Background: an optimization exercise with open tools, aiming at small area. Do not read the settings as production practice.
Only simulation tests tie the RTL to the original design; equivalence was not proved.

--- run.sh ---
#!/bin/bash
# synth_recipe.tcl (not shown) runs the flow's synth.tcl, then flattens the netlist and writes it again
# the make line also repeats each setting of config.mk as NAME=value (left out here)
make -C /OpenROAD-flow-scripts/flow DESIGN_CONFIG=/design/flow/config.mk WORK_HOME=/design/flow/orfs CLKGATE_MAP_FILE= SYNTH_SCRIPT=/design/flow/synth_recipe.tcl finish
--- config.mk ---
export PLATFORM = sky130hd
export DESIGN_NAME = datapath
export DESIGN_NICKNAME = datapath
export VERILOG_FILES = /design/flow/design.v
export SDC_FILE = /design/flow/constraint.sdc
export NUM_CORES = 4
export LEC_CHECK = 0
export CAP_MARGIN = 20
export CORE_MARGIN = 2
export CORE_UTILIZATION = 40
export SLEW_MARGIN = 20
--- constraint.sdc ---
create_clock -name core_clock -period 150.0 [get_ports {clock}]
set_input_delay 30.0000 -clock core_clock [delete_from_list [all_inputs] [get_ports {clock}]]
set_output_delay 30.0000 -clock core_clock [all_outputs]
set_load 0.01 [all_outputs]
--- design.v ---
module mux (data0, data1, sel, out);
  parameter WIDTH = 32;
  input [WIDTH-1:0] data0, data1;
  input sel;
  output [WIDTH-1:0] out;
  assign out = (sel == 1) ? data1 : data0;
endmodule
module adder(a, b,  out);
   input[31:0] a, b;
   output[31:0] out;
   assign out = OUT(a, b);
   function [31:0] OUT;
       input [31:0] a, b;
       begin
       casex(b[31])
           1'b1:   begin
                   b = ~b;
                   b = b + 1'b1;
                   OUT = a - b;
                   end
           default: OUT = a + b;
       endcase
     end
   endfunction
endmodule
module FFD_resettable(clock, reset_, d, q);
   parameter WIDTH = 32;
   input  [WIDTH-1:0] d;
   input clock, reset_;
   output [WIDTH-1:0] q;
   reg [WIDTH-1:0] q;
   always @(posedge clock)
      if (!reset_) q <= 0;
      else q <= d;
endmodule
module regfile(clock, regWrite, readReg1, readReg2, regDest, writeData, readData1, readData2);
   input clock, regWrite;
   input[4:0] readReg1, readReg2, regDest;
   input[31:0] writeData;
   output[31:0] readData1, readData2;
   reg[31:0] regFile[0:31];
   always @(posedge clock) if (regWrite == 1) regFile[regDest] <= writeData;
   assign readData1 = (readReg1 != 0) ? regFile[readReg1] : 0;
   assign readData2 = (readReg2 != 0) ? regFile[readReg2] : 0;
endmodule
module immGenerator(instruction, immOut);
   input [31:0] instruction;
   output[31:0] immOut;
   reg[31:0] IMM_OUT;
   wire[6:0] opcode;
   wire[2:0] funct3;
   assign immOut = IMM_OUT;
   assign opcode = instruction[6:0];
   assign funct3 = instruction[14:12];
   always @(*)
   casex(opcode)
        7'b0010011: IMM_OUT <= { {21{instruction[31]}}, instruction[30:25], instruction[24:21], instruction[20]};
        7'b0100011: IMM_OUT <= { {21{instruction[31]}}, instruction[30:25], instruction[11:8], instruction[7]};
        7'b0010111: IMM_OUT <= { instruction[31], instruction[30:20], instruction[19:12], {12{1'b0}} };
        7'b0000011: IMM_OUT <= { {21{instruction[31]}}, instruction[30:25], instruction[24:21], instruction[20]};
        7'b1101111: IMM_OUT <= { {12{instruction[31]}}, instruction[19:12], instruction[20], instruction[30:25], instruction[24:21], {1{1'b0}}};
        7'b1100011: IMM_OUT <= { {20{instruction[31]}}, instruction[7], instruction[30:25], instruction[11:8], {1{1'b0}}};
        default: IMM_OUT <= 32'b0;
    endcase
endmodule
module alu(a, b, aluctrl,  aluOut, zero, LSb_aluresult);
   input  [31:0] a, b;
   input  [3:0] aluctrl;
   output[31:0] aluOut;
   output zero, LSb_aluresult;
   reg[31:0] aluOut;
   assign zero = (aluOut==0) ? 1 : 0;
   assign LSb_aluresult = aluOut[0];
   always @(*)
      casex (aluctrl)
         0: aluOut <= a & b;
         1: aluOut <= a | b;
         2: aluOut <= OUT(a, b);
         4: aluOut <= a * b;
         5: aluOut <= (b == 0) ? 32'hFFFFFFFF : a / b;
         10: aluOut <= a - b;
         11: aluOut <= (a < b) ? 1:0;
         default: aluOut<=0;
      endcase
      function [31:0] OUT;
          input [31:0] a, b;
          begin
          casex(b[31])
              1'b1:   begin
                      b = ~b;
                      b = b + 1'b1;
                      OUT = a - b;
                      end
              default: OUT = a + b;
          endcase
          end
      endfunction
endmodule
module datapath(clock, reset_, memtoreg, regwrite, aluControl, instr, readDataDMem, zero, pc, aluOut, readData2, selBranch, alusrcA, alusrcB, jump, LSb_aluresult);
   input clock, reset_, memtoreg, selBranch, alusrcA, alusrcB, regwrite, jump;
   input[3:0] aluControl;
   input[31:0] instr, readDataDMem;
   output zero, LSb_aluresult;
   output[31:0] pc, aluOut, readData2;
   wire[4:0] writereg;
   wire[31:0] pcnext, pcplus4, pcbranch, pcMux;
   wire[31:0] immOut, aluinA, aluinB, writeDataRegFile, readData1;
   assign writereg = instr[11:7];
   FFD_resettable #(32) pcreg(clock, reset_, pcnext, pc);
   adder                pcaddStart(pc, 32'b100, pcplus4);
   adder       pcaddBranch(pc, immOut, pcbranch);
   mux #(32)   pcBranchMux(pcplus4, pcbranch, selBranch, pcMux);
   mux #(32)   pcJumpMux(pcMux, aluOut, jump, pcnext);
   regfile     rf(clock, regwrite, instr[19:15], instr[24:20], instr[11:7], writeDataRegFile, readData1, readData2);
   mux #(32)   muxToWrite(aluOut, readDataDMem, memtoreg, writeDataRegFile);
   immGenerator immg(instr, immOut);
   mux #(32)  muxsrcB(readData2, immOut, alusrcB, aluinB);
   mux #(32)  muxsrcA(pc, readData1, alusrcA, aluinA);
   alu        alu(aluinA, aluinB, aluControl, aluOut, zero, LSb_aluresult);
endmodule
==> results.txt <==
[registers in the layout, indices dropped and copies added (netlist names)]
name and cells:
pcreg.q 32, rf.regFile 1024
[worst min-delay path, stage by stage, from the launching register on]
cell and delay [ps]:
dfxtp_1 380, mux2i_1 150, a211oi_1 90
[stage by stage]
stage / setup slack, ps / cell area [um2] / instances / hold slack (ps)
2_1_floorplan: 10400 / 99700 / 9488 / 593
3_3_place_gp: 1090 / 107000 / 12902 / 656
3_5_place_dp: 278 / 107000 / 12903 / 661
4_1_cts: 161 / 110000 / 13095 / 675
5_1_grt: -52.3 / 111000 / 13126 / 712
6_report: 5420 / 111000 / 13143 / 663
[cell type report]
type | instances | area (um2)
diodes | 22 | 55.1
inverters | 755 | 2840
flip-flops and latches | 1056 | 31400
multi-input cells | 7217 | 64500
fillers | 23308 | 137000
well taps | 3330 | 4170
clock inverters | 62 | 527
repair buffers | 571 | 5010
clock buffers | 130 | 2760
[path summary, 6_finish.rpt]
check / from / endpoint / slack (ps) / cells past startpoint
setup / recovery: instr[24] / zero / 5420 / 361
hold / removal: pcreg.q[0]$_SDFFE_PN0P_ / pcreg.q[0]$_SDFFE_PN0P_ / 660 / 2
setup reg to reg: rf.regFile[25][25]$_DFFE_PP_ / rf.regFile[16][0]$_DFFE_PP_ / 66240 / 357
hold reg to reg: pcreg.q[0]$_SDFFE_PN0P_ / pcreg.q[0]$_SDFFE_PN0P_ / 660 / 2
[kinds of logic after synthesis]
| logic type | synth area share |
|---|---|
| AOI/OAI and AO/OA | 0.144 |
| xor gates and xnor gates | 0.0426 |
| and+or+nand+nor | 0.121 |
| DFF | 0.315 |
| adders and majority gates | 0.181 |
| muxes | 0.147 |
| buffers and inverters | 0.0500 |
[routing by layer]
metal | wire length (um) | track usage
met1 | 156000 | 0.394
met3 | 37700 | 0.0672
met4 | 38300 | 0.248
met5 | 113 | 0
met2 | 201000 | 0.542
[cell usage after synthesis (118+ instances only)]
cell type	count	area, um2
a21o_1	200	1500
a21oi_1	456	2280
clkbuf_1	286	1070
edfxtp_1	1024	30700
fa_1	411	8230
ha_1	782	9780
inv_1	739	2770
mux2_2	118	1330
mux2i_1	190	1900
mux4_2	505	11400
nand2_1	902	3390
nand3_1	165	826
nor2_1	751	2820
nor3_1	215	1080
o21a_1	161	1210
o21ai_0	337	1690
xnor2_1	329	2880
xor2_1	156	1370
[repair_timing]
action,4_1_cts,5_1_grt
pin swaps,0,11
setup buffers,0,21
cloned,0,4
endpoints found under the setup margin,1,5
resized for setup,3,140
==> impl_metrics.py <==
metrics = {
    "floorplan": {
        "core-area_um2": 248000,
        "initial_core_util": 0.402,
        "die_h_um": 503,
        "core.rowCount": 183,
        "io_pins": 174,
        "fp.dieW_um": 503,
        "design.die.area_um2": 253000,
    },
    "worst_setup_path": {
        "path_delay_family": "compound AO/OA/AOI/OAI gates",
        "cpMaxStageDelayCell": "or4_1",
        "cp_num_buf_inv": 36,
        "critPathRequiredTime_ps": 120000,
        "crit_path_start_kind": "input port",
        "max_stage_delay_ps": 680,
        "crit_type": "input port to primary output",
        "cp_max_fo": 34,
        "crit_top_cell": "ha_1",
        "worstPathArrival_ps": 114580,
        "crit_path_end_kind": "primary output",
    },
    "yosys": {
        "yosysWarnings": 5,
        "async_reset_ff_frac": 0,
        "synth_nets": 10757,
        "ys_seq_elements": 1056,
        "synth_edf_count": 1024,
        "yosys.cell_types.count": 116,
        "seq_area_frac_synth": 0.315,
        "synth_flop_cell": "edfxtp_1",
        "netlist_area_um2": 99700,
        "syn_area_per_cell_um2": 10.5,
        "syn_inst": 9488,
    },
    "clocking": {
        "cts_hold_buffers": 0,
        "cts_tree": "done",
        "root_buffer": "clkbuf_16",
        "clk_pin_slew_ps": 70,
        "cts_buffers": 103,
        "clk_path_buf_depth": 3,
        "clk_latency_ps": 710,
        "cts_max_level": 3,
        "clkSinkCount": 1056,
    },
    "drt": {
        "via_count": 84105,
        "detail_route.wl_per_cell_um": 32.9,
        "drtIter0Drc": 9399,
        "drt_wl_total_um": 433000,
        "via_per_inst": 6.40,
        "final_antenna_net_count": 0,
        "drc": 0,
        "firstDrtPassIters": 6,
    },
    "placed_design": {
        "place_congestion": 1.03,
        "hpwl_um": 313000,
        "io_buffers": 173,
    },
    "worst_hold_path": {
        "hold_class": "flop to flop",
    },
    "global_routing": {
        "grt_use_total": 0.335,
        "overflow": 0,
        "grt_max_degree": 102,
        "antenna_found_initial": 30,
        "grt_pass1_wl_um": 607000,
        "grt_pass1_vias": 83069,
    },
    "cells_and_area": {
        "layout-drive-gt1-share": 0.153,
        "final_common_cell": "edfxtp_1",
        "fin_util": 0.448,
        "mostFrequentLayoutCells": "edfxtp_1 (1024), nand2_1 (899), ha_1 (782)",
        "nNetsFinal": 10973,
        "area_delta_synth_final_pct": 11.6,
    },
    "sta": {
        "fmax_mhz": 6.92,
        "slew_headroom": 0.151,
        "fin_crit_sh": 0.964,
        "hold_viol": 0,
        "setup_tns_ps": 0,
        "period_needed_ps": 144580,
        "finalMaxSlewViolations": 0,
        "fin_worst_skew_ps": 32.9,
        "worst_pin_slew_ps": 1260,
        "setup_violations": 0,
    },
    "outcome": {
        "outcome": "complete, no violations",
    },
    "job": {
        "cap_violations": 0,
    },
}

[static timing again, ports no longer ideal]
No port has a modelled driver above. Below, the same layout with a new extraction and two added sets of constraints.
Step 1, drivers: a clkbuf_16 drives clock and a buf_2 each remaining input, both assumed.
Step 2 times the ports against the registers' clock, not the clock port: input delays grow and output delays shrink by t, the midpoint of the rising clock arrivals with the driver on.
a / b / c = ideal ports / drivers / drivers and shift; a / b = the first two.
shift t [ns]: 0.774
setup WS [ns]: 5.420 / 5.261 / 5.261
worst setup path after step 2: input to output
clock arrival spread, ns: 0.033 / 0.033
After both steps this run still meets setup and hold. For this run, drivers alone change the setup slack by -0.159 ns; drivers and shift together by -0.159 ns.
